From an optimization exercise on the open Yosys and OpenROAD flow, aimed at small area and a short achievable clock period; shortcuts taken in it are not production practice.
Function was checked by simulation only, so behaviour that the tests miss may differ from the original.

==> inputs of umber <==
// notch_filter
module notch_filter #(
    parameter int DATA_WIDTH = 16
)(
    input  logic                    clk,
    input  logic                    rst_n,
    input  logic                    valid_i,
    input  logic signed [DATA_WIDTH-1:0] data_i,
    output logic                    valid_o,
    output logic signed [DATA_WIDTH-1:0] data_o
);
clock: 12.0 ns
lec_check: 0
cap_margin: 20
core_margin: 2
core_utilization: 40
cts_cluster_diameter: 100
cts_cluster_size: 32
slew_margin: 20
synth_hierarchical: 1
run.sh (not shown) runs the stock make flow with config.mk's settings and CLKGATE_MAP_FILE= SYNTH_SCRIPT=/design/flow/synth_recipe.tcl, a recipe that flattens the netlist after the stock synthesis.
==> harbor (differences from umber) <==
--- a/flow/design.v
+++ b/flow/design.v
@@ -523,21 +523,22 @@
     logic n182_d1;
     logic n183_d1;
     logic n200_d1;
     logic n220_d1;
     logic n222_d1;
     logic n223_d1;
+    logic n238_d1;
     logic n240_d1;
     logic n241_d1;
+    logic n258_d1;
     logic n260_d1;
     logic n261_d1;
     logic n283_d1;
-    logic n302_d1;
-    logic n303_d1;
-    logic n322_d1;
-    logic n323_d1;
+    logic n301_d1;
+    logic n320_d1;
+    logic n321_d1;
     logic n348_d1;
     logic n350_d1;
     logic n352_d1;
     logic n353_d1;
     logic n364_d1;
     logic n366_d1;
@@ -559,51 +560,53 @@
     logic n422_d1;
     logic n424_d1;
     logic n426_d1;
     logic n428_d1;
     logic n430_d1;
     logic n431_d1;
+    logic n438_d1;
     logic n440_d1;
     logic n442_d1;
     logic n444_d1;
     logic n446_d1;
     logic n447_d1;
     logic n448_d1;
     logic n450_d1;
     logic n452_d1;
     logic n454_d1;
-    logic n456_d1;
-    logic n457_d1;
+    logic n455_d1;
     logic n458_d1;
     logic n460_d1;
     logic n462_d1;
     logic n464_d1;
     logic n466_d1;
     logic n468_d1;
     logic n470_d1;
     logic n472_d1;
     logic n474_d1;
-    logic n476_d1;
-    logic n477_d1;
+    logic n475_d1;
     logic n478_d1;
     logic n480_d1;
     logic n482_d1;
     logic n484_d1;
     logic n485_d1;
     logic n486_d1;
     logic n487_d1;
+    logic n502_d1;
     logic n504_d1;
     logic n505_d1;
+    logic n522_d1;
     logic n524_d1;
     logic n525_d1;
     logic n535_d1;
+    logic n548_d1;
     logic n549_d1;
-    logic n566_d1;
-    logic n567_d1;
-    logic n586_d1;
-    logic n587_d1;
+    logic n564_d1;
+    logic n565_d1;
+    logic n584_d1;
+    logic n585_d1;
     logic xd15_1;
     nf_ha u80 (.a(x[2]), .b(x[0]), .s(n80), .co(n81));
     nf_fa u82 (.a(x[3]), .b(x[1]), .c(n81), .s(n82), .co(n83));
     nf_fa u84 (.a(x[4]), .b(x[2]), .c(n83), .s(n84), .co(n85));
     nf_fa u86 (.a(x[5]), .b(x[3]), .c(n85), .s(n86), .co(n87));
     nf_fa u88 (.a(x[6]), .b(x[4]), .c(n87), .s(n88), .co(n89));
@@ -706,41 +709,41 @@
     nf_fa u290 (.a(s1[12]), .b(n226), .c(n289), .s(n290), .co(n291));
     nf_fa u292 (.a(s1[13]), .b(n228), .c(n291), .s(n292), .co(n293));
     nf_fa u294 (.a(s1[14]), .b(n230), .c(n293), .s(n294), .co(n295));
     nf_fa u296 (.a(s1[15]), .b(n232), .c(n295), .s(n296), .co(n297));
     nf_fa u298 (.a(s1[16]), .b(n234), .c(n297), .s(n298), .co(n299));
     nf_fa u300 (.a(s1[17]), .b(n236), .c(n299), .s(n300), .co(n301));
-    nf_fa u302 (.a(s1[18]), .b(n238), .c(n301), .s(n302), .co(n303));
-    nf_fa u304 (.a(s1[19]), .b(n240_d1), .c(n303_d1), .s(n304), .co(n305));
+    nf_fa u302 (.a(s1[18]), .b(n238_d1), .c(n301_d1), .s(n302), .co(n303));
+    nf_fa u304 (.a(s1[19]), .b(n240_d1), .c(n303), .s(n304), .co(n305));
     nf_fa u306 (.a(s1[20]), .b(n242), .c(n305), .s(n306), .co(n307));
     nf_fa u308 (.a(s1[21]), .b(n244), .c(n307), .s(n308), .co(n309));
     nf_fa u310 (.a(s1[22]), .b(n246), .c(n309), .s(n310), .co(n311));
     nf_fa u312 (.a(s1[23]), .b(n248), .c(n311), .s(n312), .co(n313));
     nf_fa u314 (.a(s1[24]), .b(n250), .c(n313), .s(n314), .co(n315));
     nf_fa u316 (.a(s1[25]), .b(n252), .c(n315), .s(n316), .co(n317));
     nf_fa u318 (.a(s1[26]), .b(n254), .c(n317), .s(n318), .co(n319));
     nf_fa u320 (.a(s1[27]), .b(n256), .c(n319), .s(n320), .co(n321));
-    nf_fa u322 (.a(s1[28]), .b(n258), .c(n321), .s(n322), .co(n323));
-    nf_fa u324 (.a(s1[29]), .b(n260_d1), .c(n323_d1), .s(n324), .co(n325));
+    nf_fa u322 (.a(s1[28]), .b(n258_d1), .c(n321_d1), .s(n322), .co(n323));
+    nf_fa u324 (.a(s1[29]), .b(n260_d1), .c(n323), .s(n324), .co(n325));
     nf_fa u326 (.a(s1[30]), .b(n262), .c(n325), .s(n326), .co(n327));
     nf_fa u328 (.a(s1[31]), .b(n262), .c(n327), .s(n328), .co(n329));
     nf_ha u348 (.a(~x[0]), .b(n294), .s(n348), .co(n349));
     nf_fa u350 (.a(~x[1]), .b(n296), .c(n349), .s(n350), .co(n351));
     nf_fa u352 (.a(~x[2]), .b(n298), .c(n351), .s(n352), .co(n353));
     nf_fa u354 (.a(x[3]), .b(s1[17]), .c(~n353_d1), .s(n354), .co(n355));
-    nf_fa u356 (.a(x[4]), .b(~n302_d1), .c(n355), .s(n356), .co(n357));
+    nf_fa u356 (.a(x[4]), .b(~n302), .c(n355), .s(n356), .co(n357));
     nf_fa u358 (.a(x[5]), .b(~n304), .c(n357), .s(n358), .co(n359));
     nf_fa u360 (.a(x[6]), .b(~n306), .c(n359), .s(n360), .co(n361));
     nf_fa u362 (.a(x[7]), .b(~n308), .c(n361), .s(n362), .co(n363));
     nf_fa u364 (.a(x[8]), .b(~n310), .c(n363), .s(n364), .co(n365));
     nf_fa u366 (.a(x[9]), .b(~n312), .c(n365), .s(n366), .co(n367));
     nf_fa u368 (.a(x[10]), .b(~n314), .c(n367), .s(n368), .co(n369));
     nf_fa u370 (.a(x[11]), .b(~n316), .c(n369), .s(n370), .co(n371));
     nf_fa u372 (.a(x[12]), .b(~n318), .c(n371), .s(n372), .co(n373));
-    nf_fa u374 (.a(x[13]), .b(s1[27]), .c(n373_d1), .s(n374), .co(n375));
-    nf_fa u376 (.a(x[14]), .b(~n322_d1), .c(n375), .s(n376), .co(n377));
+    nf_fa u374 (.a(x[13]), .b(~n320_d1), .c(n373_d1), .s(n374), .co(n375));
+    nf_fa u376 (.a(x[14]), .b(~n322), .c(n375), .s(n376), .co(n377));
     nf_fa u378 (.a(xs3), .b(~n324), .c(n377), .s(n378), .co(n379));
     nf_fa u380 (.a(xs3), .b(~n326), .c(n379), .s(n380), .co(n381));
     nf_fa u382 (.a(xs3), .b(~n328), .c(n381), .s(n382), .co(n383));
     nf_fa u384 (.a(xs3), .b(~n328), .c(n383), .s(n384), .co(n385));
     nf_ha u412 (.a(~n350), .b(~n348), .s(n412), .co(n413));
     nf_fa u414 (.a(n352_d1), .b(n350_d1), .c(~n413_d1), .s(n414), .co(n415));
@@ -761,47 +764,47 @@
     nf_fa u444 (.a(n382), .b(n380), .c(n443), .s(n444), .co(n445));
     nf_fa u446 (.a(n384), .b(n382), .c(n445), .s(n446), .co(n447));
     nf_ha u448 (.a(n420), .b(~n348_d1), .s(n448), .co(n449));
     nf_fa u450 (.a(n422), .b(n412_d1), .c(n449), .s(n450), .co(n451));
     nf_fa u452 (.a(n424), .b(~n414), .c(n451), .s(n452), .co(n453));
     nf_fa u454 (.a(n426), .b(~n416), .c(n453), .s(n454), .co(n455));
-    nf_fa u456 (.a(n428), .b(n418), .c(n455), .s(n456), .co(n457));
-    nf_fa u458 (.a(n430_d1), .b(n420_d1), .c(n457_d1), .s(n458), .co(n459));
+    nf_fa u456 (.a(n428_d1), .b(n418_d1), .c(n455_d1), .s(n456), .co(n457));
+    nf_fa u458 (.a(n430_d1), .b(n420_d1), .c(n457), .s(n458), .co(n459));
     nf_fa u460 (.a(n432), .b(n422_d1), .c(n459), .s(n460), .co(n461));
     nf_fa u462 (.a(n434), .b(n424_d1), .c(n461), .s(n462), .co(n463));
     nf_fa u464 (.a(n436), .b(n426_d1), .c(n463), .s(n464), .co(n465));
     nf_fa u466 (.a(n438), .b(n428_d1), .c(n465), .s(n466), .co(n467));
     nf_fa u468 (.a(n440), .b(n430_d1), .c(n467), .s(n468), .co(n469));
     nf_fa u470 (.a(n442), .b(n432), .c(n469), .s(n470), .co(n471));
     nf_fa u472 (.a(n444), .b(n434), .c(n471), .s(n472), .co(n473));
     nf_fa u474 (.a(n446), .b(n436), .c(n473), .s(n474), .co(n475));
-    nf_fa u476 (.a(n447), .b(n438), .c(n475), .s(n476), .co(n477));
-    nf_fa u478 (.a(n447_d1), .b(n440_d1), .c(n477_d1), .s(n478), .co(n479));
+    nf_fa u476 (.a(n447_d1), .b(n438_d1), .c(n475_d1), .s(n476), .co(n477));
+    nf_fa u478 (.a(n447_d1), .b(n440_d1), .c(n477), .s(n478), .co(n479));
     nf_fa u480 (.a(n447_d1), .b(n442_d1), .c(n479), .s(n480), .co(n481));
     nf_fa u482 (.a(n447_d1), .b(n444_d1), .c(n481), .s(n482), .co(n483));
     nf_fa u484 (.a(n447_d1), .b(n446_d1), .c(n483), .s(n484), .co(n485));
     nf_ha u486 (.a(n454), .b(~n348_d1), .s(n486), .co(n487));
-    nf_fa u488 (.a(n456_d1), .b(n412_d2), .c(n487_d1), .s(n488), .co(n489));
+    nf_fa u488 (.a(n456), .b(n412_d2), .c(n487_d1), .s(n488), .co(n489));
     nf_fa u490 (.a(n458), .b(~n414_d1), .c(n489), .s(n490), .co(n491));
     nf_fa u492 (.a(n460), .b(~n416_d1), .c(n491), .s(n492), .co(n493));
     nf_fa u494 (.a(n462), .b(n418_d1), .c(n493), .s(n494), .co(n495));
     nf_fa u496 (.a(n464), .b(n448_d1), .c(n495), .s(n496), .co(n497));
     nf_fa u498 (.a(n466), .b(n450_d1), .c(n497), .s(n498), .co(n499));
     nf_fa u500 (.a(n468), .b(n452_d1), .c(n499), .s(n500), .co(n501));
     nf_fa u502 (.a(n470), .b(n454_d1), .c(n501), .s(n502), .co(n503));
-    nf_fa u504 (.a(n472), .b(n456_d1), .c(n503), .s(n504), .co(n505));
+    nf_fa u504 (.a(n472), .b(n456), .c(n503), .s(n504), .co(n505));
     nf_fa u506 (.a(n474_d1), .b(n458_d1), .c(n505_d1), .s(n506), .co(n507));
-    nf_fa u508 (.a(n476_d1), .b(n460_d1), .c(n507), .s(n508), .co(n509));
+    nf_fa u508 (.a(n476), .b(n460_d1), .c(n507), .s(n508), .co(n509));
     nf_fa u510 (.a(n478), .b(n462_d1), .c(n509), .s(n510), .co(n511));
     nf_fa u512 (.a(n480), .b(n464_d1), .c(n511), .s(n512), .co(n513));
     nf_fa u514 (.a(n482), .b(n466_d1), .c(n513), .s(n514), .co(n515));
     nf_fa u516 (.a(n484), .b(n468_d1), .c(n515), .s(n516), .co(n517));
     nf_fa u518 (.a(n485), .b(n470_d1), .c(n517), .s(n518), .co(n519));
     nf_fa u520 (.a(n485), .b(n472_d1), .c(n519), .s(n520), .co(n521));
     nf_fa u522 (.a(n485), .b(n474_d1), .c(n521), .s(n522), .co(n523));
-    nf_fa u524 (.a(n485), .b(n476_d1), .c(n523), .s(n524), .co(n525));
+    nf_fa u524 (.a(n485), .b(n476), .c(n523), .s(n524), .co(n525));
     nf_fa u526 (.a(n485_d1), .b(n478_d1), .c(n525_d1), .s(n526), .co(n527));
     nf_fa u528 (.a(n485_d1), .b(n480_d1), .c(n527), .s(n528), .co(n529));
     nf_fa u530 (.a(n485_d1), .b(n482_d1), .c(n529), .s(n530), .co(n531));
     nf_fa u532 (.a(n485_d1), .b(n484_d1), .c(n531), .s(n532), .co(n533));
     nf_ha u534 (.a(~n348), .b(s2[0]), .s(n534), .co(n535));
     nf_fa u536 (.a(n412_d1), .b(s2[1]), .c(n535_d1), .s(n536), .co(n537));
@@ -816,24 +819,24 @@
     nf_fa u554 (.a(n490), .b(s2[10]), .c(n553), .s(n554), .co(n555));
     nf_fa u556 (.a(n492), .b(s2[11]), .c(n555), .s(n556), .co(n557));
     nf_fa u558 (.a(n494), .b(s2[12]), .c(n557), .s(n558), .co(n559));
     nf_fa u560 (.a(n496), .b(s2[13]), .c(n559), .s(n560), .co(n561));
     nf_fa u562 (.a(n498), .b(s2[14]), .c(n561), .s(n562), .co(n563));
     nf_fa u564 (.a(n500), .b(s2[15]), .c(n563), .s(n564), .co(n565));
-    nf_fa u566 (.a(n502), .b(s2[16]), .c(n565), .s(n566), .co(n567));
-    nf_fa u568 (.a(n504_d1), .b(s2[17]), .c(n567_d1), .s(n568), .co(n569));
+    nf_fa u566 (.a(n502_d1), .b(s2[16]), .c(n565_d1), .s(n566), .co(n567));
+    nf_fa u568 (.a(n504_d1), .b(s2[17]), .c(n567), .s(n568), .co(n569));
     nf_fa u570 (.a(n506), .b(s2[18]), .c(n569), .s(n570), .co(n571));
     nf_fa u572 (.a(n508), .b(s2[19]), .c(n571), .s(n572), .co(n573));
     nf_fa u574 (.a(n510), .b(s2[20]), .c(n573), .s(n574), .co(n575));
     nf_fa u576 (.a(n512), .b(s2[21]), .c(n575), .s(n576), .co(n577));
     nf_fa u578 (.a(n514), .b(s2[22]), .c(n577), .s(n578), .co(n579));
     nf_fa u580 (.a(n516), .b(s2[23]), .c(n579), .s(n580), .co(n581));
     nf_fa u582 (.a(n518), .b(s2[24]), .c(n581), .s(n582), .co(n583));
     nf_fa u584 (.a(n520), .b(s2[25]), .c(n583), .s(n584), .co(n585));
-    nf_fa u586 (.a(n522), .b(s2[26]), .c(n585), .s(n586), .co(n587));
-    nf_fa u588 (.a(n524_d1), .b(s2[27]), .c(n587_d1), .s(n588), .co(n589));
+    nf_fa u586 (.a(n522_d1), .b(s2[26]), .c(n585_d1), .s(n586), .co(n587));
+    nf_fa u588 (.a(n524_d1), .b(s2[27]), .c(n587), .s(n588), .co(n589));
     nf_fa u590 (.a(n526), .b(s2[28]), .c(n589), .s(n590), .co(n591));
     nf_fa u592 (.a(n528), .b(s2[29]), .c(n591), .s(n592), .co(n593));
     nf_fa u594 (.a(n530), .b(s2[30]), .c(n593), .s(n594), .co(n595));
     nf_fa u596 (.a(n532), .b(s2[31]), .c(n595), .s(n596), .co(n597));
     always_ff @(posedge clk) begin
         xs1 <= x[15];
@@ -860,21 +863,22 @@
         n182_d1 <= n182;
         n183_d1 <= n183;
         n200_d1 <= n200;
         n220_d1 <= n220;
         n222_d1 <= n222;
         n223_d1 <= n223;
+        n238_d1 <= n238;
         n240_d1 <= n240;
         n241_d1 <= n241;
+        n258_d1 <= n258;
         n260_d1 <= n260;
         n261_d1 <= n261;
         n283_d1 <= n283;
-        n302_d1 <= n302;
-        n303_d1 <= n303;
-        n322_d1 <= n322;
-        n323_d1 <= n323;
+        n301_d1 <= n301;
+        n320_d1 <= n320;
+        n321_d1 <= n321;
         n348_d1 <= n348;
         n350_d1 <= n350;
         n352_d1 <= n352;
         n353_d1 <= n353;
         n364_d1 <= n364;
         n366_d1 <= n366;
@@ -896,51 +900,53 @@
         n422_d1 <= n422;
         n424_d1 <= n424;
         n426_d1 <= n426;
         n428_d1 <= n428;
         n430_d1 <= n430;
         n431_d1 <= n431;
+        n438_d1 <= n438;
         n440_d1 <= n440;
         n442_d1 <= n442;
         n444_d1 <= n444;
         n446_d1 <= n446;
         n447_d1 <= n447;
         n448_d1 <= n448;
         n450_d1 <= n450;
         n452_d1 <= n452;
         n454_d1 <= n454;
-        n456_d1 <= n456;
-        n457_d1 <= n457;
+        n455_d1 <= n455;
         n458_d1 <= n458;
         n460_d1 <= n460;
         n462_d1 <= n462;
         n464_d1 <= n464;
         n466_d1 <= n466;
         n468_d1 <= n468;
         n470_d1 <= n470;
         n472_d1 <= n472;
         n474_d1 <= n474;
-        n476_d1 <= n476;
-        n477_d1 <= n477;
+        n475_d1 <= n475;
         n478_d1 <= n478;
         n480_d1 <= n480;
         n482_d1 <= n482;
         n484_d1 <= n484;
         n485_d1 <= n485;
         n486_d1 <= n486;
         n487_d1 <= n487;
+        n502_d1 <= n502;
         n504_d1 <= n504;
         n505_d1 <= n505;
+        n522_d1 <= n522;
         n524_d1 <= n524;
         n525_d1 <= n525;
         n535_d1 <= n535;
+        n548_d1 <= n548;
         n549_d1 <= n549;
-        n566_d1 <= n566;
-        n567_d1 <= n567;
-        n586_d1 <= n586;
-        n587_d1 <= n587;
+        n564_d1 <= n564;
+        n565_d1 <= n565;
+        n584_d1 <= n584;
+        n585_d1 <= n585;
         xd15_1 <= x[15];
         if (valid_i) x <= data_i;
     end
     always_ff @(posedge clk or negedge rst_n) begin
         if (!rst_n) begin
             p  <= '0;
@@ -952,28 +958,28 @@
             if (p[3]) s1[1] <= n536;
             if (p[3]) s1[2] <= n538;
             if (p[3]) s1[3] <= n540;
             if (p[3]) s1[4] <= n542;
             if (p[3]) s1[5] <= n544;
             if (p[3]) s1[6] <= n546;
-            if (p[3]) s1[7] <= n548;
+            if (p[4]) s1[7] <= n548_d1;
             if (p[4]) s1[8] <= n550;
             if (p[4]) s1[9] <= n552;
             if (p[4]) s1[10] <= n554;
             if (p[4]) s1[11] <= n556;
             if (p[4]) s1[12] <= n558;
             if (p[4]) s1[13] <= n560;
             if (p[2]) s1[14] <= ~n294;
             if (p[4]) s1[14] <= n562;
             if (p[2]) s1[15] <= ~n296;
-            if (p[4]) s1[15] <= n564;
+            if (p[5]) s1[15] <= n564_d1;
             if (p[2]) s1[16] <= ~n298;
-            if (p[5]) s1[16] <= n566_d1;
+            if (p[5]) s1[16] <= n566;
             if (p[2]) s1[17] <= ~n300;
             if (p[5]) s1[17] <= n568;
-            if (p[3]) s1[18] <= ~n302_d1;
+            if (p[3]) s1[18] <= ~n302;
             if (p[5]) s1[18] <= n570;
             if (p[3]) s1[19] <= ~n304;
             if (p[5]) s1[19] <= n572;
             if (p[3]) s1[20] <= ~n306;
             if (p[5]) s1[20] <= n574;
             if (p[3]) s1[21] <= ~n308;
@@ -982,18 +988,18 @@
             if (p[5]) s1[22] <= n578;
             if (p[3]) s1[23] <= ~n312;
             if (p[5]) s1[23] <= n580;
             if (p[3]) s1[24] <= ~n314;
             if (p[5]) s1[24] <= n582;
             if (p[3]) s1[25] <= ~n316;
-            if (p[5]) s1[25] <= n584;
+            if (p[6]) s1[25] <= n584_d1;
             if (p[3]) s1[26] <= ~n318;
-            if (p[6]) s1[26] <= n586_d1;
-            if (p[3]) s1[27] <= ~n320;
+            if (p[6]) s1[26] <= n586;
+            if (p[4]) s1[27] <= ~n320_d1;
             if (p[6]) s1[27] <= n588;
-            if (p[4]) s1[28] <= ~n322_d1;
+            if (p[4]) s1[28] <= ~n322;
             if (p[6]) s1[28] <= n590;
             if (p[4]) s1[29] <= ~n324;
             if (p[6]) s1[29] <= n592;
             if (p[4]) s1[30] <= ~n326;
             if (p[6]) s1[30] <= n594;
             if (p[4]) s1[31] <= ~n328;
@@ -1025,13 +1031,13 @@
     assign ds_w = ~{ds_re5[0], ds_e5h};
     nf_csa8 u_ds_cs (.a(ds_re), .b(ds_v), .c(ds_w), .y(ds_cs));
     nf_add8 u_ds_sc2 (.a(ds_cs[7:0]), .b({ds_cs[14:8], ds_cb2}), .cin(ds_cc2), .y(ds_sc2));
     assign ds_s2 = ds_sc2[7:0];
     always_ff @(posedge clk) begin
         ds_dr <= p[3] ? {n362, n360, n358, n356, n354, ~n352_d1, ~n350_d1, ~n348_d1} : p[4] ? {n378, n376, n374, n372_d1, n370_d1, n368_d1, n366_d1, n364_d1} : p[5] ? {n384_d1, n384_d1, n384_d1, n384_d1, n384_d1, n384_d1, n382_d1, n380_d1} : {n384_d2, n384_d2, n384_d2, n384_d2, n384_d2, n384_d2, n384_d2, n384_d2};
-        ds_qr <= p[3] ? {~n308, ~n306, ~n304, ~n302_d1, s1[17], s1[16], s1[15], s1[14]} : p[4] ? {~n324, ~n322_d1, s1[27], s1[26], s1[25], s1[24], s1[23], s1[22]} : p[5] ? {s1[31], s1[31], s1[31], s1[31], s1[31], s1[31], s1[31], s1[30]} : {s1[31], s1[31], s1[31], s1[31], s1[31], s1[31], s1[31], s1[31]};
+        ds_qr <= p[3] ? {~n308, ~n306, ~n304, ~n302, s1[17], s1[16], s1[15], s1[14]} : p[4] ? {~n324, ~n322, ~n320_d1, s1[26], s1[25], s1[24], s1[23], s1[22]} : p[5] ? {s1[31], s1[31], s1[31], s1[31], s1[31], s1[31], s1[31], s1[30]} : {s1[31], s1[31], s1[31], s1[31], s1[31], s1[31], s1[31], s1[31]};
         ds_ca2 <= p[3] | ds_sa2[8];
         ds_cb1 <= ~p[3] & ds_sb1[8];
         ds_cc1 <= ~p[3] & ds_sc1[8];
         ds_eh <= p[3] ? 2'b0 : ds_e[7:6];
         ds_rd1 <= p[3] ? 8'b0 : ds_dr;
         ds_rd2 <= (p[3] | p[4]) ? 8'b0 : ds_rd1;
@@ -1052,10 +1058,10 @@
     assign data_o[7] = ~s1[21];
     assign data_o[8] = ~s1[22];
     assign data_o[9] = ~s1[23];
     assign data_o[10] = ~s1[24];
     assign data_o[11] = ~s1[25];
     assign data_o[12] = ~s1[26];
-    assign data_o[13] = ~s1[27];
-    assign data_o[14] = n322_d1;
+    assign data_o[13] = n320_d1;
+    assign data_o[14] = n322;
     assign data_o[15] = n324;
 endmodule
Settings changed: CORE_UTILIZATION 40 to 35, CTS_CLUSTER_SIZE 32 to 30.
==> impl_metrics.py <==
metrics = {
    "timing": {
        "worst_hold_slack_ns": 0.368,
    },
    "placed_design": {
        "postPlaceCellArea_mm2": 0.0133,
    },
    "logic_synthesis": {
        "synth_sequential_area_ratio": 0.437,
    },
    "run_status": {
        "status": "complete, no violations",
    },
    "setup_path": {
        "endpoint": "n322_d1$_DFF_P_",
    },
    "finish": {
        "drive_gt1_frac": 0.109,
    },
}
Source of the figures above: umber

==> impl_metrics.py <==
metrics = {
    "run_status": {
        "status": "complete, no violations",
    },
    "finish": {
        "multi_input_gates": 450,
        "biggestCellCategory": "multi-input gates",
    },
    "placed_design": {
        "postPlaceCellArea_mm2": 0.0134,
    },
    "clock_network": {
        "root_buffer": "clkbuf_16",
    },
    "timing": {
        "finalCriticalPeriod_ns": 4.87,
    },
    "hold_path": {
        "hold_depth": 0,
    },
    "setup_path": {
        "crit_top_cell": "fa_1",
    },
}
Source of the figures above: harbor

## afterwards: timing with drivers on the ports
How much do the figures lean on ideal ports? The routed layouts below were timed once more, with nothing changed but the port constraints. Step 1 assumes that a clkbuf_16 drives the clock port and a buf_2 every other input. Step 2 also shifts input and output timing later by t, the mid clock arrival at the registers, as if the neighbouring blocks saw the same clock. a / b / c = ideal / step 1 / step 2; a / b = the first two.
| run | t (ns) | setup WS [ns] | worst hold slack (ns) | worst setup path at the end |
|---|---|---|---|---|
| umber | 0.532 | 7.036 / 7.036 / 7.036 | 0.368 / 0.368 / 0.368 | register to register |
| harbor | 0.530 | 7.131 / 7.118 / 7.131 | 0.353 / 0.353 / 0.353 | register to register |
After both steps every run listed still meets setup and hold.
